Background: an optimization exercise with open tools, aiming at small area and a short achievable clock period. Do not read the settings as production practice.
Only simulation tests tie the RTL to the original design; equivalence was not proved.

==> inputs of run a <==
Design sparc_alu_reg, start of the top module:
module sparc_alu_reg (
    input             clk,
    input      [31:0] valA_in,
    input      [31:0] valB_in,
    input      [1:0]  op_in,
    input      [2:0]  op2_in,
    input      [21:0] imm22_in,
    input      [5:0]  op3_in,
    input             i_in,
    input      [12:0] simm13_in,
    input      [31:0] pc_in,
    input             a_in,
    input      [3:0]  cond_in,
    input      [29:0] disp30_in,
    input      [3:0]  icc_in,
    input      [31:0] y_in,
    output reg [63:0] res_out,
    output reg [31:0] target_out,
    output reg        mux_sel_out,
    output reg [3:0]  icc_out,
    output reg [31:0] y_out,
    output reg        a_out,
    output reg        trap_out
);
    reg [31:0] r_valA, r_valB, r_pc, r_y;
    reg [1:0]  r_op;
    reg [2:0]  r_op2;
    reg [21:0] r_imm22;
    reg [5:0]  r_op3;
    reg        r_i, r_a;
    reg [12:0] r_simm13;
    reg [3:0]  r_cond, r_icc;
    reg [29:0] r_disp30;
    wire [63:0] w_res;
    wire [31:0] w_target, w_y;
    wire        w_mux_sel, w_a, w_trap;
  ...
make LEC_CHECK=0 ABC_AREA=1 CAP_MARGIN=50 CORE_MARGIN=2 CORE_UTILIZATION=55 SLEW_MARGIN=50 finish   # period 400.0 ns
run.sh (not shown) runs the stock make flow with config.mk's settings and CLKGATE_MAP_FILE= SYNTH_SCRIPT=/design/flow/synth_recipe.tcl, a recipe that flattens the netlist after the stock synthesis.
==> run b (differences from run a) <==
--- a/flow/design.v
+++ b/flow/design.v
@@ -584,40 +584,39 @@
 	wire [63:0] res_sh = left ? {rot & ~ge, rot & ge} :
 	                     {{32{sgn}}, (rot & ger) | ({32{sgn}} & ~ger)};
 	wire [63:0] prod;
 	wire [31:0] dq;
 	wire sat;    
 	alu_muldiv md (.n({Y, A}), .d(B), .a(A), .b(B), .mul(o_umul | o_smul), .q(dq), .sat(sat),
 		.p(prod));
-	wire [31:0] udq = sat ? 32'hffffffff : dq;
-	always_comb begin
-		ALU_res_out = res_add;
-		if (is_call || o_jmpl) ALU_res_out = {32'b0, ALU_PC_in};
-		if (is_sethi) ALU_res_out = {32'b0, ALU_imm22_in, 10'b0};
-		if (o_logic) ALU_res_out = res_log;
-		if (o_shift) ALU_res_out = res_sh;
-		if (o_umul) ALU_res_out = prod;
-		if (o_smul) ALU_res_out = {{32{prod[31]}}, prod[31:0]};
-		if (o_udiv) ALU_res_out = {32'b0, udq};
-		if (o_sdiv) ALU_res_out = {32'b0, dq};
-		if (o_rdy) ALU_res_out = {32'b0, Y};
-		if (o_wry) ALU_res_out = {A ^ B, 32'b0};
-		if (o_trap) ALU_res_out = 64'b0;
-	end
+	wire s_pc   = is_call | o_jmpl;
+	wire s_div  = o_udiv | o_sdiv;
+	wire s_mul  = o_umul | o_smul;
+	wire s_none = s_pc | is_sethi | o_logic | o_shift | s_mul | s_div | o_rdy | o_wry | o_trap;
+	wire s_add  = ~s_none;
+	wire [31:0] dres = dq | {32{sat & o_udiv}};
+	assign ALU_res_out[31:0] = ({32{s_add}} & sum) | ({32{s_pc}} & ALU_PC_in) |
+		({32{is_sethi}} & {ALU_imm22_in, 10'b0}) | ({32{o_logic}} & lres) |
+		({32{o_shift}} & res_sh[31:0]) | ({32{s_mul}} & prod[31:0]) | ({32{s_div}} & dres) |
+		({32{o_rdy}} & Y);
+	assign ALU_res_out[63:32] = ({32{s_add}} & {{31{o_sub & r32}}, r32}) | ({32{o_logic & lhi}}) |
+		({32{o_shift}} & res_sh[63:32]) | ({32{o_umul}} & prod[63:32]) |
+		({32{o_smul & prod[31]}}) | ({32{o_wry}} & (A ^ B));
 	wire zadd = ~r32 & ~|sum;
 	wire ovf = ~(A[31] ^ B[31] ^ o_sub) & (A[31] ^ sum[31]);
 	wire tag = A[0] | A[1] | B[0] | B[1];
+	wire zdq = ~|dq;
 	always_comb begin
 		ALU_icc_out = icc;
 		if (o_logcc) ALU_icc_out[2] = ~lhi & ~|lres;
 		if (o_arcc) ALU_icc_out = {sum[31], zadd, ovf | (o_tag & tag), r32};
 		if (o_tagtv && !(tag || ovf)) ALU_icc_out = {sum[31], zadd, 1'b0, r32};
 		if (o_mulcc) ALU_icc_out = {prod[31], ~|prod[31:0], 2'b00};
-		if (o_udivcc) ALU_icc_out = {udq[31], ~|udq, sat, 1'b0};
-		if (o_sdivcc) ALU_icc_out = {dq[31], ~|dq, 2'b00};
+		if (o_udivcc) ALU_icc_out = {dq[31] | sat, zdq & ~sat, sat, 1'b0};
+		if (o_sdivcc) ALU_icc_out = {dq[31], zdq, 2'b00};
 	end
 	assign ALU_Y_out = o_mulscc ? {A[0], Y[31:1]} : Y;
 	wire cn = icc[3], cz = icc[2], cv = icc[1], cc = icc[0];
 	logic base;
 	always_comb begin
 		case (cond[2:0])
 			3'd0: base = 1'b0;
==> run c (differences from run a) <==
--- a/flow/config.mk
+++ b/flow/config.mk
@@ -4,9 +4,10 @@
 export VERILOG_FILES = /design/flow/design.v
 export SDC_FILE = /design/flow/constraint.sdc
 export NUM_CORES = 8
 export LEC_CHECK = 0
 export ABC_AREA = 1
 export CAP_MARGIN = 50
 export CORE_MARGIN = 2
-export CORE_UTILIZATION = 55
+export CORE_UTILIZATION = 60
+export PLACE_DENSITY = 0.7
 export SLEW_MARGIN = 50
==> run summary <==
Critical path depth, highest first: run c, run a, run b. Setup slack, highest first: run c, run a, run b. Against run a, the synthesized area of run b is lower by about 2.8%. Die area: run c < run b < run a. Global-route usage, lowest first: run a, run b, run c. In run a the hold slack is lower than in run c, by 0.028 ns. The highest wire length belongs to run b, the lowest to run c. Sequential cell count is the same in run a and run c.


==> job 7836 <==
sparc_alu_reg, a different RTL version from the one above (not shown whole).
make LEC_CHECK=0 ABC_AREA=1 CAP_MARGIN=60 CORE_MARGIN=2 CORE_UTILIZATION=60 SLEW_MARGIN=60 finish   # period 400.0 ns
==> job 1646: changes against job 7836 <==
==> flow/flow/run.sh (new file) <==
#!/bin/bash
# Own flow: the standard layout (standard.sh: the standard synthesis and every ORFS step
# unchanged), except that the port buffers that ORFS's buffer_ports inserts during placement
# are the library's smallest buffer, sky130_fd_sc_hd__buf_1 (ORFS's BUFFER_PORTS_ARGS), instead
# of the cell the resizer picks by default. Every input and output port still gets a buffer.
set -euo pipefail
bash standard.sh "BUFFER_PORTS_ARGS=-buffer_cell sky130_fd_sc_hd__buf_1" finish > layout.log 2>&1
==> flow/standard.sh (new file) <==
#!/bin/bash
# synth_recipe.tcl (not shown) runs the flow's synth.tcl, then flattens the netlist and writes it again
# the make line also repeats each setting of config.mk as NAME=value (left out here)
make -C /OpenROAD-flow-scripts/flow DESIGN_CONFIG=/design/flow/config.mk WORK_HOME=/design/flow/orfs CLKGATE_MAP_FILE= SYNTH_SCRIPT=/design/flow/synth_recipe.tcl "${@:-finish}"
==> flow/config.mk (replaced) <==
export PLATFORM = sky130hd
export DESIGN_NAME = sparc_alu_reg
export DESIGN_NICKNAME = sparc_alu_reg
export VERILOG_FILES = /design/flow/design.v
export SDC_FILE = /design/flow/constraint.sdc
export NUM_CORES = 8
export LEC_CHECK = 0
export ABC_AREA = 1
export CAP_MARGIN = 50
export CORE_MARGIN = 2
export CORE_UTILIZATION = 55
export SLEW_MARGIN = 50
removed: flow/run.sh
==> job 5961: changes against job 7836 <==
--- a/flow/design.v
+++ b/flow/design.v
@@ -297,13 +297,13 @@
 	wire [5:0] ic;
 	wire [4:0] ui;
 	assign ic[0] = p[2];
 	genvar j;
 	generate for (j = 0; j < 5; j = j + 1) begin : inc
 		assign ui[j] = ti[j] ^ ic[j];
-		assign ic[j+1] = ti[j] & ic[j];
+		assign ic[j+1] = p[2] & (&ti[j:0]);
 	end endgenerate
 	assign hc = ic[5];
 	alu_add7 ta (.a({ui, p[1:0]}), .b(m), .ci(cl), .s(to), .co(ac));
 endmodule
 module alu_srt_step #(parameter FIRST = 0) (
 	input  [6:0]  ti,
@@ -388,37 +388,26 @@
 	wire [32:0] rem;
 	alu_add_mx #(33) ar (.a({t, s}), .b({7'b0, c}), .ci(1'b0), .s(rem), .co(plc));
 	assign pl = rem;
 	wire neg = rem[32];
 	wire qc;
 	alu_add_mx #(32) aq (.a(qp), .b(~qn), .ci(~neg), .s(q), .co(qc));
-	wire [32:0] ge, low;
+	wire [32:0] ge;
 	wire [31:0] dz;
 	genvar i;
 	generate for (i = 0; i < 33; i = i + 1) begin : st
 		assign ge[i] = i >= lz;
 		if (i == 0) begin : z
-			assign low[i] = 1'b1;
 			assign dz[i] = 1'b1;
-		end else begin : nz
-			assign low[i] = low[i-1] & ~dn[i-1];
-			if (i < 32) begin : dd
-				assign dz[i] = dz[i-1] & ~d[i-1];
-			end
+		end else if (i < 32) begin : nz
+			assign dz[i] = dz[i-1] & ~d[i-1];
 		end
 	end endgenerate
-	wire [32:0] k1 = {1'b0, dn} ^ (ge & low);    
-	wire [32:0] k2 = ge;                          
 	wire [31:0] dm1 = d ^ dz;                     
-	wire [32:0] ea = {t, s}, eb = {7'b0, c};
-	wire [32:0] ex = ea ^ eb;
-	wire [32:0] x1 = ex ^ k1, x2 = ex ^ k2;
-	wire [32:0] m1 = (ea & eb) | (ex & ~k1);
-	wire [32:0] m2 = (ea & eb) | (ex & ~k2);
-	wire eq1 = ~|(x1 ^ {m1[31:0], 1'b0});
-	wire eq2 = ~|(x2 ^ {m2[31:0], 1'b0});
+	wire eq2 = rem == ge;
+	wire eq1 = (d == 32'd2 && rem == 33'h040000000) || (d == 32'd3 && rem == 33'h080000000);
 	wire qd;
 	alu_carry #(32) qdc (.a(q), .b(dm1), .co(qd));
 	assign sat = (eq1 | eq2) & qd;
 endmodule
 module alu_muldiv (
 	input  [63:0] n,      
@@ -563,47 +552,39 @@
 	wire [31:0] bl = bi;
 	wire [31:0] lres = op3[1:0] == 2'b01 ? (A & bl) : op3[1:0] == 2'b10 ? (A | bl) : (A ^ bl);
 	wire lhi = op3[2] & op3[1];   
 	wire [63:0] res_log = {{32{lhi}}, lres};
 	wire [4:0] sh = B[4:0];
 	wire left = op3[1:0] == 2'b01;
-	wire [4:0] ramt = left ? (~sh + 5'd1) : sh;
-	wire [31:0] rt1 = ramt[0] ? {A[0], A[31:1]} : A;
-	wire [31:0] rt2 = ramt[1] ? {rt1[1:0], rt1[31:2]} : rt1;
-	wire [31:0] rt3 = ramt[2] ? {rt2[3:0], rt2[31:4]} : rt2;
-	wire [31:0] rt4 = ramt[3] ? {rt3[7:0], rt3[31:8]} : rt3;
-	wire [31:0] rot = ramt[4] ? {rt4[15:0], rt4[31:16]} : rt4;
-	wire [31:0] ge;    
+	wire [31:0] shm = 32'b1 << (left ? sh : ~sh);
+	wire [31:0] ger;   
 	genvar gi;
 	generate for (gi = 0; gi < 32; gi = gi + 1) begin : thermo
-		assign ge[gi] = gi >= sh;
+		assign ger[gi] = gi + sh > 31;
 	end endgenerate
-	wire [31:0] ger;
-	generate for (gi = 0; gi < 32; gi = gi + 1) begin : thermor
-		assign ger[gi] = ge[31-gi];
-	end endgenerate
-	wire sgn = op3[0] & A[31];   
-	wire [63:0] res_sh = left ? {rot & ~ge, rot & ge} :
-	                     {{32{sgn}}, (rot & ger) | ({32{sgn}} & ~ger)};
+	wire sgn = op3[1] & op3[0] & A[31];   
 	wire [63:0] prod;
 	wire [31:0] dq;
 	wire sat;    
-	alu_muldiv md (.n({Y, A}), .d(B), .a(A), .b(B), .mul(o_umul | o_smul), .q(dq), .sat(sat),
+	alu_muldiv md (.n({Y, A}), .d(B), .a(A), .b(o_shift ? shm : B), .mul(o_umul | o_smul | o_shift),
+		.q(dq), .sat(sat),
 		.p(prod));
 	wire s_pc   = is_call | o_jmpl;
 	wire s_div  = o_udiv | o_sdiv;
 	wire s_mul  = o_umul | o_smul;
 	wire s_none = s_pc | is_sethi | o_logic | o_shift | s_mul | s_div | o_rdy | o_wry | o_trap;
 	wire s_add  = ~s_none;
 	wire [31:0] dres = dq | {32{sat & o_udiv}};
 	assign ALU_res_out[31:0] = ({32{s_add}} & sum) | ({32{s_pc}} & ALU_PC_in) |
 		({32{is_sethi}} & {ALU_imm22_in, 10'b0}) | ({32{o_logic}} & lres) |
-		({32{o_shift}} & res_sh[31:0]) | ({32{s_mul}} & prod[31:0]) | ({32{s_div}} & dres) |
+		({32{o_shift & left}} & prod[31:0]) |
+		({32{o_shift & ~left}} & (prod[62:31] | ({32{sgn}} & ger))) |
+		({32{s_mul}} & prod[31:0]) | ({32{s_div}} & dres) |
 		({32{o_rdy}} & Y);
 	assign ALU_res_out[63:32] = ({32{s_add}} & {{31{o_sub & r32}}, r32}) | ({32{o_logic & lhi}}) |
-		({32{o_shift}} & res_sh[63:32]) | ({32{o_umul}} & prod[63:32]) |
+		({32{o_shift & left}} & prod[63:32]) | ({32{o_shift & sgn}}) | ({32{o_umul}} & prod[63:32]) |
 		({32{o_smul & prod[31]}}) | ({32{o_wry}} & (A ^ B));
 	wire zadd = ~r32 & ~|sum;
 	wire ovf = ~(A[31] ^ B[31] ^ o_sub) & (A[31] ^ sum[31]);
 	wire tag = A[0] | A[1] | B[0] | B[1];
 	wire zdq = ~|dq;
 	always_comb begin
==> flow/flow/run.sh (new file) <==
#!/bin/bash
# Own flow: the standard layout (standard.sh: the standard synthesis and every ORFS step
# unchanged), except that the port buffers that ORFS's buffer_ports inserts during placement
# are the library's smallest buffer, sky130_fd_sc_hd__buf_1 (ORFS's BUFFER_PORTS_ARGS), instead
# of the cell the resizer picks by default. Every input and output port still gets a buffer.
set -euo pipefail
bash standard.sh "BUFFER_PORTS_ARGS=-buffer_cell sky130_fd_sc_hd__buf_1" finish > layout.log 2>&1
==> flow/standard.sh (new file) <==
#!/bin/bash
# synth_recipe.tcl (not shown) runs the flow's synth.tcl, then flattens the netlist and writes it again
# the make line also repeats each setting of config.mk as NAME=value (left out here)
make -C /OpenROAD-flow-scripts/flow DESIGN_CONFIG=/design/flow/config.mk WORK_HOME=/design/flow/orfs CLKGATE_MAP_FILE= SYNTH_SCRIPT=/design/flow/synth_recipe.tcl "${@:-finish}"
--- a/flow/config.mk
+++ b/flow/config.mk
@@ -5,8 +5,9 @@
 export SDC_FILE = /design/flow/constraint.sdc
 export NUM_CORES = 8
 export LEC_CHECK = 0
 export ABC_AREA = 1
 export CAP_MARGIN = 60
 export CORE_MARGIN = 2
-export CORE_UTILIZATION = 60
+export CORE_UTILIZATION = 55
+export PLACE_DENSITY = 0.85
 export SLEW_MARGIN = 60
removed: flow/run.sh
==> key figures <==
Global route
  – Met1 usage: about 63%
  – Vias in the first global route: about 110k

Final layout
  – Share of cells above drive strength 1: 15.8%
  – Non-clk buf share: ~3.5%

Synthesis
  – Mapped Nets: 18,400

Outcome
  – Status: complete, no violations
[end of results for job 1646]
==> key figures <==
Outcome
  – Status: complete, no violations

Synthesis
  – Mapped Nets: between 15,000 and 20,000

Global route
  – Met1 usage: approximately 53%

Final layout
  – Share of cells above drive strength 1: 17.4%
[end of results for job 5961]
==> key figures <==
Final layout
  – Share of cells above drive strength 1: 16.2%
  – Non-clk buf share: ~5.5%

Synthesis
  – Mapped Nets: approximately 18,000
  – Yosys top cell area share: 16.1%

Outcome
  – Status: complete, no violations

Global route
  – Met1 usage: 64.8%
[end of results for job 7836]


==> umber <==
sparc_alu_reg, a different RTL version from the one above (not shown whole).
// sparc_alu_reg
module sparc_alu_reg (
    input             clk,
    input      [31:0] valA_in,
    input      [31:0] valB_in,
    input      [1:0]  op_in,
    input      [2:0]  op2_in,
    input      [21:0] imm22_in,
    input      [5:0]  op3_in,
    input             i_in,
    input      [12:0] simm13_in,
    input      [31:0] pc_in,
    input             a_in,
    input      [3:0]  cond_in,
    input      [29:0] disp30_in,
    input      [3:0]  icc_in,
    input      [31:0] y_in,
    output reg [63:0] res_out,
    output reg [31:0] target_out,
    output reg        mux_sel_out,
    output reg [3:0]  icc_out,
    output reg [31:0] y_out,
    output reg        a_out,
    output reg        trap_out
);
==> flow/config.mk <==
export PLATFORM = sky130hd
export DESIGN_NAME = sparc_alu_reg
export DESIGN_NICKNAME = sparc_alu_reg
export VERILOG_FILES = /design/flow/design.v
export SDC_FILE = /design/flow/constraint.sdc
export NUM_CORES = 8
export LEC_CHECK = 0
export ABC_AREA = 1
export CAP_MARGIN = 50
export CORE_MARGIN = 2
export CORE_UTILIZATION = 55
export SLEW_MARGIN = 50
==> flow/constraint.sdc <==
create_clock -name core_clock -period 400.0 [get_ports {clk}]
set_input_delay 80.0000 -clock core_clock [delete_from_list [all_inputs] [get_ports {clk}]]
set_output_delay 80.0000 -clock core_clock [all_outputs]
set_load 0.01 [all_outputs]
standard.sh (not shown) runs the stock make flow with config.mk's settings and CLKGATE_MAP_FILE= SYNTH_SCRIPT=/design/flow/synth_recipe.tcl, a recipe that flattens the netlist after the stock synthesis.
==> flow/flow/run.sh <==
#!/bin/bash
# Own flow: the standard layout (standard.sh: the standard synthesis and every ORFS step
# unchanged), except that the port buffers that ORFS's buffer_ports inserts during placement
# are the library's smallest buffer, sky130_fd_sc_hd__buf_1 (ORFS's BUFFER_PORTS_ARGS), instead
# of the cell the resizer picks by default. Every input and output port still gets a buffer.
set -euo pipefail
bash standard.sh "BUFFER_PORTS_ARGS=-buffer_cell sky130_fd_sc_hd__buf_1" finish > layout.log 2>&1
==> inputs of delta, as changes to umber <==
--- a/flow/design.v
+++ b/flow/design.v
@@ -334,18 +334,17 @@
 	assign m[25] = (~d1[25] & qp1) | (d1[25] & qn1) | (~d2[25] & qp2) | (d2[25] & qn2);
 	assign m[24:0] = ((d1[24:0] & {25{lm1}}) | (d2[24:0] & {25{lm2}})) ^ {25{lpos}};
 	genvar i;
 	generate for (i = 0; i < 26; i = i + 1) begin : b
 		if (FIRST || i < 2) begin : h
 			assign so[i] = ys[i] ^ m[i];
 			assign mj[i] = ys[i] & m[i];
 		end else if (i == 25) begin : t
-			wire ms = ((d1[i] & lm1) | (d2[i] & lm2)) ^ lpos;
-			assign so[i] = ys[i] ^ yc[i] ^ ms;
+			assign so[i] = ys[i] ^ yc[i] ^ m[i];
 			assign mj[i] = (ys[i] & yc[i]) | (m[i] & (ys[i] | yc[i]));
 		end else begin : f
 			alu_fa fa (.A(ys[i]), .B(yc[i]), .CIN(m[i]), .SUM(so[i]), .COUT(mj[i]));
 		end
 	end endgenerate
 	assign co = {mj[24:0], lpos};
 endmodule
 module alu_div_norm (
@@ -386,30 +385,41 @@
 	output        plc
 );
 	wire [32:0] rem;
 	alu_add_mx #(33) ar (.a({t, s}), .b({7'b0, c}), .ci(1'b0), .s(rem), .co(plc));
 	assign pl = rem;
 	wire neg = rem[32];
 	wire qc;
 	alu_add_mx #(32) aq (.a(qp), .b(~qn), .ci(~neg), .s(q), .co(qc));
-	wire [32:0] ge;
+	wire [32:0] ge, low;
 	wire [31:0] dz;
 	genvar i;
 	generate for (i = 0; i < 33; i = i + 1) begin : st
 		assign ge[i] = i >= lz;
 		if (i == 0) begin : z
+			assign low[i] = 1'b1;
 			assign dz[i] = 1'b1;
-		end else if (i < 32) begin : nz
-			assign dz[i] = dz[i-1] & ~d[i-1];
+		end else begin : nz
+			assign low[i] = low[i-1] & ~dn[i-1];
+			if (i < 32) begin : dd
+				assign dz[i] = dz[i-1] & ~d[i-1];
+			end
 		end
 	end endgenerate
+	wire [32:0] k1 = {1'b0, dn} ^ (ge & low);    
+	wire [32:0] k2 = ge;                          
 	wire [31:0] dm1 = d ^ dz;                     
-	wire eq2 = rem == ge;
-	wire eq1 = (d == 32'd2 && rem == 33'h040000000) || (d == 32'd3 && rem == 33'h080000000);
+	wire [32:0] ea = {t, s}, eb = {7'b0, c};
+	wire [32:0] ex = ea ^ eb;
+	wire [32:0] x1 = ex ^ k1, x2 = ex ^ k2;
+	wire [32:0] m1 = (ea & eb) | (ex & ~k1);
+	wire [32:0] m2 = (ea & eb) | (ex & ~k2);
+	wire eq1 = ~|(x1 ^ {m1[31:0], 1'b0});
+	wire eq2 = ~|(x2 ^ {m2[31:0], 1'b0});
 	wire qd;
 	alu_carry #(32) qdc (.a(q), .b(dm1), .co(qd));
 	assign sat = (eq1 | eq2) & qd;
 endmodule
 module alu_muldiv (
 	input  [63:0] n,      
 	input  [31:0] d,      
 	input  [31:0] a,      
@@ -550,56 +560,65 @@
 	wire r32 = cout ^ o_sub;   
 	wire [63:0] res_add = {{31{o_sub & r32}}, r32, sum};
 	wire [31:0] bl = bi;
 	wire [31:0] lres = op3[1:0] == 2'b01 ? (A & bl) : op3[1:0] == 2'b10 ? (A | bl) : (A ^ bl);
 	wire lhi = op3[2] & op3[1];   
 	wire [63:0] res_log = {{32{lhi}}, lres};
 	wire [4:0] sh = B[4:0];
 	wire left = op3[1:0] == 2'b01;
-	wire [31:0] shm = 32'b1 << (left ? sh : ~sh);
-	wire [31:0] ger;   
+	wire [4:0] ramt = left ? (~sh + 5'd1) : sh;
+	wire [31:0] rt1 = ramt[0] ? {A[0], A[31:1]} : A;
+	wire [31:0] rt2 = ramt[1] ? {rt1[1:0], rt1[31:2]} : rt1;
+	wire [31:0] rt3 = ramt[2] ? {rt2[3:0], rt2[31:4]} : rt2;
+	wire [31:0] rt4 = ramt[3] ? {rt3[7:0], rt3[31:8]} : rt3;
+	wire [31:0] rot = ramt[4] ? {rt4[15:0], rt4[31:16]} : rt4;
+	wire [31:0] ge;    
 	genvar gi;
 	generate for (gi = 0; gi < 32; gi = gi + 1) begin : thermo
-		assign ger[gi] = gi + sh > 31;
+		assign ge[gi] = gi >= sh;
 	end endgenerate
-	wire sgn = op3[1] & op3[0] & A[31];   
+	wire [31:0] ger;
+	generate for (gi = 0; gi < 32; gi = gi + 1) begin : thermor
+		assign ger[gi] = ge[31-gi];
+	end endgenerate
+	wire sgn = op3[0] & A[31];   
+	wire [63:0] res_sh = left ? {rot & ~ge, rot & ge} :
+	                     {{32{sgn}}, (rot & ger) | ({32{sgn}} & ~ger)};
 	wire [63:0] prod;
 	wire [31:0] dq;
 	wire sat;    
-	alu_muldiv md (.n({Y, A}), .d(B), .a(A), .b(o_shift ? shm : B), .mul(o_umul | o_smul | o_shift),
-		.q(dq), .sat(sat),
+	alu_muldiv md (.n({Y, A}), .d(B), .a(A), .b(B), .mul(o_umul | o_smul), .q(dq), .sat(sat),
 		.p(prod));
-	wire s_pc   = is_call | o_jmpl;
-	wire s_div  = o_udiv | o_sdiv;
-	wire s_mul  = o_umul | o_smul;
-	wire s_none = s_pc | is_sethi | o_logic | o_shift | s_mul | s_div | o_rdy | o_wry | o_trap;
-	wire s_add  = ~s_none;
-	wire [31:0] dres = dq | {32{sat & o_udiv}};
-	assign ALU_res_out[31:0] = ({32{s_add}} & sum) | ({32{s_pc}} & ALU_PC_in) |
-		({32{is_sethi}} & {ALU_imm22_in, 10'b0}) | ({32{o_logic}} & lres) |
-		({32{o_shift & left}} & prod[31:0]) |
-		({32{o_shift & ~left}} & (prod[62:31] | ({32{sgn}} & ger))) |
-		({32{s_mul}} & prod[31:0]) | ({32{s_div}} & dres) |
-		({32{o_rdy}} & Y);
-	assign ALU_res_out[63:32] = ({32{s_add}} & {{31{o_sub & r32}}, r32}) | ({32{o_logic & lhi}}) |
-		({32{o_shift & left}} & prod[63:32]) | ({32{o_shift & sgn}}) | ({32{o_umul}} & prod[63:32]) |
-		({32{o_smul & prod[31]}}) | ({32{o_wry}} & (A ^ B));
+	wire [31:0] udq = sat ? 32'hffffffff : dq;
+	always_comb begin
+		ALU_res_out = res_add;
+		if (is_call || o_jmpl) ALU_res_out = {32'b0, ALU_PC_in};
+		if (is_sethi) ALU_res_out = {32'b0, ALU_imm22_in, 10'b0};
+		if (o_logic) ALU_res_out = res_log;
+		if (o_shift) ALU_res_out = res_sh;
+		if (o_umul) ALU_res_out = prod;
+		if (o_smul) ALU_res_out = {{32{prod[31]}}, prod[31:0]};
+		if (o_udiv) ALU_res_out = {32'b0, udq};
+		if (o_sdiv) ALU_res_out = {32'b0, dq};
+		if (o_rdy) ALU_res_out = {32'b0, Y};
+		if (o_wry) ALU_res_out = {A ^ B, 32'b0};
+		if (o_trap) ALU_res_out = 64'b0;
+	end
 	wire zadd = ~r32 & ~|sum;
 	wire ovf = ~(A[31] ^ B[31] ^ o_sub) & (A[31] ^ sum[31]);
 	wire tag = A[0] | A[1] | B[0] | B[1];
-	wire zdq = ~|dq;
 	always_comb begin
 		ALU_icc_out = icc;
 		if (o_logcc) ALU_icc_out[2] = ~lhi & ~|lres;
 		if (o_arcc) ALU_icc_out = {sum[31], zadd, ovf | (o_tag & tag), r32};
 		if (o_tagtv && !(tag || ovf)) ALU_icc_out = {sum[31], zadd, 1'b0, r32};
 		if (o_mulcc) ALU_icc_out = {prod[31], ~|prod[31:0], 2'b00};
-		if (o_udivcc) ALU_icc_out = {dq[31] | sat, zdq & ~sat, sat, 1'b0};
-		if (o_sdivcc) ALU_icc_out = {dq[31], zdq, 2'b00};
+		if (o_udivcc) ALU_icc_out = {udq[31], ~|udq, sat, 1'b0};
+		if (o_sdivcc) ALU_icc_out = {dq[31], ~|dq, 2'b00};
 	end
 	assign ALU_Y_out = o_mulscc ? {A[0], Y[31:1]} : Y;
 	wire cn = icc[3], cz = icc[2], cv = icc[1], cc = icc[0];
 	logic base;
 	always_comb begin
 		case (cond[2:0])
 			3'd0: base = 1'b0;
 			3'd1: base = cz;
==> flow/run.sh (new file) <==
#!/bin/bash
# synth_recipe.tcl (not shown) runs the flow's synth.tcl, then flattens the netlist and writes it again
# the make line also repeats each setting of config.mk as NAME=value (left out here)
make -C /OpenROAD-flow-scripts/flow DESIGN_CONFIG=/design/flow/config.mk WORK_HOME=/design/flow/orfs CLKGATE_MAP_FILE= SYNTH_SCRIPT=/design/flow/synth_recipe.tcl finish
- CAP_MARGIN: 50 -> 20
- SLEW_MARGIN: 50 -> 20
removed: flow/flow/run.sh
removed: flow/standard.sh
==> summary of the runs <==
Of umber and delta, delta has the higher core utilization (gap 0.92 points). Of umber and delta, umber has the higher setup slack (gap 5.0 ns). Flip-flop and latch count is the same in delta and umber. Against delta, the via count of umber is lower by 3.9%. Of umber and delta, delta has the higher first-iteration DRC count (gap about 12%, measured against delta). Hold slack: delta is lower than umber (0.021 ns). Against delta, the critical path depth of umber is lower by 124. In delta the final cell count is larger than in umber, by 4.6%. Between umber and delta, the lower clock skew is in umber (gap 0.0073 ns). Against delta, the non-clock buffer count of umber is lower by 22.

[static timing again, ports no longer ideal]
No port has a modelled driver above. Below, the same layouts with a new extraction and two added sets of constraints. Step 1 (the two cells are an assumption about what drives the block):
set clk [get_ports {clk}]
set_driving_cell -lib_cell sky130_fd_sc_hd__clkbuf_16 $clk
set_driving_cell -lib_cell sky130_fd_sc_hd__buf_2 [delete_from_list [all_inputs] $clk]
Step 2 times the ports against the registers' clock, not the clock port: input delays grow and output delays shrink by t, the midpoint of the rising clock arrivals with the driver on. Three values: no drivers, after step 1, after step 2; two values: the first two.
run | t (ns) | setup WS [ns] | worst setup path after step 2 | slew at the worst register clock pin (ns) | cell pins on the clock port's net
run a | 0.689 | 314.736 / 314.736 / 314.736 | register to register | 0.08 / 0.08 | 1
run b | 0.651 | 314.067 / 314.067 / 314.067 | register to register | 0.08 / 0.08 | 1
run c | 0.679 | 314.827 / 314.827 / 314.827 | register to register | 0.09 / 0.09 | 1
job 7836 | 0.724 | 318.448 / 318.365 / 319.088 | register to output | 0.08 / 0.08 | 1
job 1646 | 0.696 | 318.817 / 318.722 / 319.408 | input to register | 0.08 / 0.08 | 1
job 5961 | 0.639 | 318.808 / 318.758 / 319.097 | register to register | 0.08 / 0.08 | 1
umber | 0.621 | 317.796 / 317.796 / 317.796 | register to register | 0.07 / 0.07 | 1
delta | 0.676 | 312.764 / 312.764 / 312.764 | register to register | 0.09 / 0.09 | 1
After both steps setup and hold are still met in every run listed.
